What follows belongs to an exercise in optimizing a design on an open flow for small area, a short achievable clock period and few clock cycles; a production flow would make more cautious choices. Only simulation tests tie the RTL to the original design; equivalence was not proved.

--- design/flow/design.v ---
module IMC(
    clk,
    rst_n,
    IN_VALID,
    IN,
    OUT_VALID,
    OUT
    );
input           clk, rst_n, IN_VALID;
input  [ 3:0]   IN;
output reg      OUT_VALID;
output reg [13:0] OUT;
reg  [3:0] t;                    
reg  signed [3:0] p3, p2, p1, p0;
wire signed [8:0] det = p3 * p0 - p2 * p1;
wire [6:0]  dmag = det[8] ? (~det[6:0] + 7'd1) : det[6:0];
reg  [16:0] rom;
always @(*) begin
    case (dmag)
        7'd0: rom = 17'd0;
        7'd1: rom = 17'd65536;
        7'd2: rom = 17'd32768;
        7'd3: rom = 17'd21846;
        7'd4: rom = 17'd16384;
        7'd5: rom = 17'd13108;
        7'd6: rom = 17'd10924;
        7'd7: rom = 17'd9364;
        7'd8: rom = 17'd8192;
        7'd9: rom = 17'd7280;
        7'd10: rom = 17'd6554;
        7'd11: rom = 17'd5952;
        7'd12: rom = 17'd5462;
        7'd13: rom = 17'd5040;
        7'd14: rom = 17'd4682;
        7'd15: rom = 17'd4368;
        7'd16: rom = 17'd4096;
        7'd17: rom = 17'd3854;
        7'd18: rom = 17'd3640;
        7'd19: rom = 17'd3448;
        7'd20: rom = 17'd3278;
        7'd21: rom = 17'd3120;
        7'd22: rom = 17'd2976;
        7'd23: rom = 17'd2848;
        7'd24: rom = 17'd2732;
        7'd25: rom = 17'd2616;
        7'd26: rom = 17'd2520;
        7'd27: rom = 17'd2424;
        7'd28: rom = 17'd2342;
        7'd29: rom = 17'd2260;
        7'd30: rom = 17'd2184;
        7'd31: rom = 17'd2112;
        7'd32: rom = 17'd2048;
        7'd33: rom = 17'd1984;
        7'd34: rom = 17'd1920;
        7'd35: rom = 17'd1872;
        7'd36: rom = 17'd1820;
        7'd37: rom = 17'd1772;
        7'd38: rom = 17'd1720;
        7'd39: rom = 17'd1680;
        7'd40: rom = 17'd1639;
        7'd41: rom = 17'd1592;
        7'd42: rom = 17'd1560;
        7'd43: rom = 17'd1524;
        7'd44: rom = 17'd1488;
        7'd45: rom = 17'd1456;
        7'd46: rom = 17'd1424;
        7'd47: rom = 17'd1392;
        7'd48: rom = 17'd1366;
        7'd49: rom = 17'd1336;
        7'd50: rom = 17'd1308;
        7'd51: rom = 17'd1280;
        7'd52: rom = 17'd1260;
        7'd53: rom = 17'd1236;
        7'd54: rom = 17'd1208;
        7'd55: rom = 17'd1191;
        7'd56: rom = 17'd1172;
        7'd57: rom = 17'd1144;
        7'd58: rom = 17'd1128;
        7'd59: rom = 17'd1110;
        7'd60: rom = 17'd1088;
        7'd61: rom = 17'd1072;
        7'd62: rom = 17'd1056;
        7'd63: rom = 17'd1040;
        7'd64: rom = 17'd1024;
        7'd65: rom = 17'd1008;
        7'd66: rom = 17'd992;
        7'd67: rom = 17'd976;
        7'd68: rom = 17'd960;
        7'd69: rom = 17'd950;
        7'd70: rom = 17'd936;
        7'd71: rom = 17'd922;
        7'd72: rom = 17'd910;
        7'd73: rom = 17'd896;
        7'd74: rom = 17'd886;
        7'd75: rom = 17'd872;
        7'd76: rom = 17'd860;
        7'd77: rom = 17'd852;
        7'd78: rom = 17'd840;
        7'd79: rom = 17'd824;
        7'd80: rom = 17'd820;
        7'd81: rom = 17'd808;
        7'd82: rom = 17'd796;
        7'd83: rom = 17'd790;
        7'd84: rom = 17'd780;
        7'd85: rom = 17'd768;
        7'd86: rom = 17'd760;
        7'd87: rom = 17'd752;
        7'd88: rom = 17'd744;
        7'd89: rom = 17'd736;
        7'd90: rom = 17'd728;
        7'd91: rom = 17'd720;
        7'd92: rom = 17'd712;
        7'd93: rom = 17'd704;
        7'd94: rom = 17'd696;
        7'd95: rom = 17'd688;
        7'd96: rom = 17'd684;
        7'd97: rom = 17'd672;
        7'd98: rom = 17'd668;
        7'd99: rom = 17'd662;
        7'd100: rom = 17'd654;
        7'd101: rom = 17'd648;
        7'd102: rom = 17'd640;
        7'd103: rom = 17'd632;
        7'd104: rom = 17'd630;
        7'd105: rom = 17'd624;
        7'd106: rom = 17'd616;
        7'd107: rom = 17'd608;
        7'd108: rom = 17'd604;
        7'd109: rom = 17'd600;
        7'd110: rom = 17'd596;
        7'd111: rom = 17'd590;
        7'd112: rom = 17'd586;
        7'd113: rom = 17'd576;
        7'd114: rom = 17'd568;
        7'd115: rom = 17'd568;
        7'd116: rom = 17'd564;
        7'd117: rom = 17'd560;
        7'd118: rom = 17'd556;
        7'd119: rom = 17'd551;
        7'd120: rom = 17'd544;
        7'd121: rom = 17'd0;
        7'd122: rom = 17'd0;
        7'd123: rom = 17'd0;
        7'd124: rom = 17'd0;
        7'd125: rom = 17'd0;
        7'd126: rom = 17'd0;
        7'd127: rom = 17'd0;
        default: rom = 19'd0;
    endcase
end
reg  [16:0] R;                   
reg         sd;                  
wire [3:0]  m = p3[3] ? (~p3 + 4'd1) : p3;
wire        neg = p3[3] ^ sd ^ (t == 4'd6 || t == 4'd7);
wire [19:0] prod = m * R;
wire [19:0] prod_n = prod - {13'd0, neg, 6'd0};
wire [13:0] qout = prod_n[19:6] ^ {14{neg}};
always @(posedge clk) begin
    if (IN_VALID) begin
        p3 <= p2; p2 <= p1; p1 <= p0; p0 <= IN;
    end else begin
        p3 <= p0; p2 <= p1; p1 <= p3; p0 <= p2;
    end
    if (t == 4'd4) begin
        R  <= rom;
        sd <= det[8];
    end
end
always @(posedge clk) begin
    if (!rst_n) begin
        t <= 4'd0;
        OUT_VALID <= 1'b0;
        OUT <= 14'd0;
    end else begin
        OUT_VALID <= 1'b0;
        OUT <= 14'd0;
        case (t)
            4'd0: t <= IN_VALID ? 4'd1 : 4'd0;
            4'd4: begin
                t <= (|det) ? 4'd5 : 4'd0;
                OUT_VALID <= ~(|det);
            end
            4'd5, 4'd6, 4'd7, 4'd8: begin
                t <= (t == 4'd8) ? 4'd0 : t + 4'd1;
                OUT_VALID <= 1'b1;
                OUT <= qout;
            end
            default: t <= t + 4'd1;
        endcase
    end
end
endmodule
--- design/flow/run.sh ---
#!/bin/bash
# synth_recipe.tcl (not shown) runs the flow's synth.tcl, then flattens the netlist and writes it again
# the make line also repeats each setting of config.mk as NAME=value (left out here)
make -C /OpenROAD-flow-scripts/flow DESIGN_CONFIG=/design/flow/config.mk WORK_HOME=/design/flow/orfs CLKGATE_MAP_FILE= SYNTH_SCRIPT=/design/flow/synth_recipe.tcl finish
--- design/flow/config.mk ---
export PLATFORM = sky130hd
export DESIGN_NAME = IMC
export DESIGN_NICKNAME = IMC
export VERILOG_FILES = /design/flow/design.v
export SDC_FILE = /design/flow/constraint.sdc
export NUM_CORES = 4
export LEC_CHECK = 0
export CAP_MARGIN = 20
export CORE_MARGIN = 2
export CORE_UTILIZATION = 40
export SLEW_MARGIN = 20
--- design/flow/constraint.sdc ---
create_clock -name core_clock -period 33.0 [get_ports {clk}]
set_input_delay 6.6000 -clock core_clock [delete_from_list [all_inputs] [get_ports {clk}]]
set_output_delay 6.6000 -clock core_clock [all_outputs]
set_load 0.01 [all_outputs]
==> qor.yml <==
startpoint_type: "input pin"
antenna_found_initial: 0
r2r_slack_ps: 25290
drt_iter0_drc: 521
place_hpwl_um: 13200
hp-class: "reg -> reg"
timing.final.ws_setup_ps: 25190
first_global_vias: 5815
synth_area_leaders: "fa_1 16%, ha_1 13%, dfxtp_1 9.4%"
syn_area_mm2: 0.00748
antenna_left: 0
place_worst_setup_slack_ps: 24800
crit_chain: "clkdlybuf4s50_1 > mux2_2"
antenna_cells: 0
worst_pin_slew_ps: 989
worstSetupEndpointType: "register"
clockBufferDepth: 2
drc: 0
syn_to_final_growth_pct: 7.46
wl_per_cell_um: 16.1
syn_nets: 1014
grt_max_degree: 52
rsz0062_at_grt: "no"
hold_viol_final: 0
core_area_mm2: 0.0185
start_util: 0.404
fmaxAchievable_ghz: 0.128
synth_top_cell_by_area: "fa_1"
grt_pass1_wl_um: 30000
synth_flop_cell: "dfxtp_1"
crit_arrival_ps: 8000
slowest_delay_ps: 980
rows: 50
clk_pin_slew_ps: 70
cts_root_buf: "clkbuf_16"
hold_slack_ps: 403
synth_cell_types: 78
synth_top_area_share: 0.155
cts_max_level: 2
yosys_warnings: 1
fp.dieW_um: 141
overflow: 0
worst-path-buf-inv: 1
yosys.cell_count.top_type: "nand2_1"
place_congestion: 0.887
finalSetupTns_ps: 0
ctsResizeCount: 0
worstSetupPathType: "in -> reg"
synthCells: 869
period_share: 0.237
cts_tree: "built"
required_ps: 33190
routed_via_density: 5.61
synth-edff-count: 18
grt.total_usage: 0.184
final_max_slew_viol_count: 0
layout-drive-gt1-share: 0.0684
postCtsHoldBufs: 0
yosys_register_bits: 53
async_flop_share: 0
layout.nets: 1006
vias: 6151
drv_cap: 0
synth-seq-area-share: 0.166
synth_area_per_cell_um2: 8.61
cts_post_setup_buffers_inserted: 0
period_needed_ps: 7810
die_y_um: 141
firstDrtPassIters: 5
postRouteWirelength_um: 17700
cp_top_family: "buffers and inverters"
synth_common_cells: "93 x nand2_1, 87 x inv_1, 80 x ha_1"
critPathSlowestCell: "clkdlybuf4s50_1"
die-area_mm2: 0.0198
clk_latency_ps: 300
numClockSinks: 53
slew_headroom: 0.339
finalSetupViolations: 0
io_buffer_count: 21
ioPinCount: 22
critPathMaxFanout: 15
numCtsBuffers: 5
run_status: "timing/DRC/antenna clean"
skew_ps: 7.29
[flip-flops by register name, summed over array words and instances, names as in the netlist]
name and cells:
t 4, R 17, sd 1, OUT 14, p0 4, p2 4
OUT_VALID 1, p1 4, p3 4
[cells in the final DEF (no fill, tap or decap), drive strengths merged, types with 14 or more instances in the layout]
cell and count:
xnor2 45, inv 91, clkdlybuf4s50 21, mux2 14, ha 80, o21ai 28, nor2 61, nor3 18
nand3 16, fa 58, edfxtp 18, and2 36, nand2 94, a21oi 36, dfxtp 35, nor2b 19
nand2b 15
[cells by family (layout without fill, tap and decap cells)]
logic type / Yosys count / count (layout) / synth area share
AND/OR/NAND/NOR: 277 / 277 / 0.178
AO/OA/AOI/OAI: 176 / 176 / 0.164
buffers and inverters: 137 / 130 / 0.0763
multiplexers: 28 / 28 / 0.0463
XOR/XNOR: 60 / 60 / 0.0808
flip-flops: 53 / 53 / 0.166
adder cells (fa/ha/maj): 138 / 138 / 0.289
[layout make-up]
class / count / area, um^2
clock buffer: 5 / 125
clock inverter: 3 / 28.8
fill: 1878 / 10500
inverter: 89 / 334
multi-input combinational: 679 / 5710
sequential: 53 / 1240
tap: 234 / 293
timing repair buffer: 33 / 300
[path summary, 6_finish.rpt]
path,cells past startpoint,end,from
setup / recovery,2,p0[3]$_DFF_P_,IN_VALID
hold / removal,0,p2[0]$_DFF_P_,p1[0]$_DFF_P_
setup reg to reg,22,R[7]$_DFFE_PP_,p3[3]$_DFF_P_
hold reg to reg,0,p2[0]$_DFF_P_,p1[0]$_DFF_P_
[layer usage]
metal | up-vias | part of all wire | GRT usage
met3 | 31 | 0.061 | 0.0241
met1 | 2931 | 0.47 | 0.262
met2 | 210 | 0.45 | 0.292
li1 | 2979 | - | -
met5 | - | 0 | 0
met4 | 0 | 0.023 | 0.0574
[metrics by stage]
stage,instances,cell area [um^2],utilization
2_1_floorplan,869,7480,-
3_3_place_gp,1088,7870,0.425
3_5_place_dp,1088,7880,0.425
4_1_cts,1096,8030,0.434
5_1_grt,1096,8040,0.434
6_report,1096,8040,0.434
Testbench counts, summed over its fixed seeds: cycles 118,728.

[static timing again, ports no longer ideal]
The results above use ideal ports. As a check the final layout listed here was re-extracted and re-timed, cells and wires unchanged. Step 1: set_driving_cell puts a clkbuf_16 on clk and a buf_2 on each other input, an assumption about the parent block. Step 2, shift: input delay + t, output delay - t, t = (earliest + latest rising clock arrival at the registers) / 2. This alone moves slack from input paths to output paths. a / b / c = no drivers / after step 1 / after step 2; a / b = the first two.
t, ns: 0.338
slack for setup (ns): 25.186 / 25.204 / 24.867
latest minus earliest clock arrival (ns): 0.008 / 0.007
slew at the worst register clock pin (ns): 0.07 / 0.07
After both steps setup and hold are still met in this run. For this run, drivers alone change the setup slack by +0.018 ns; drivers and shift together by -0.319 ns.
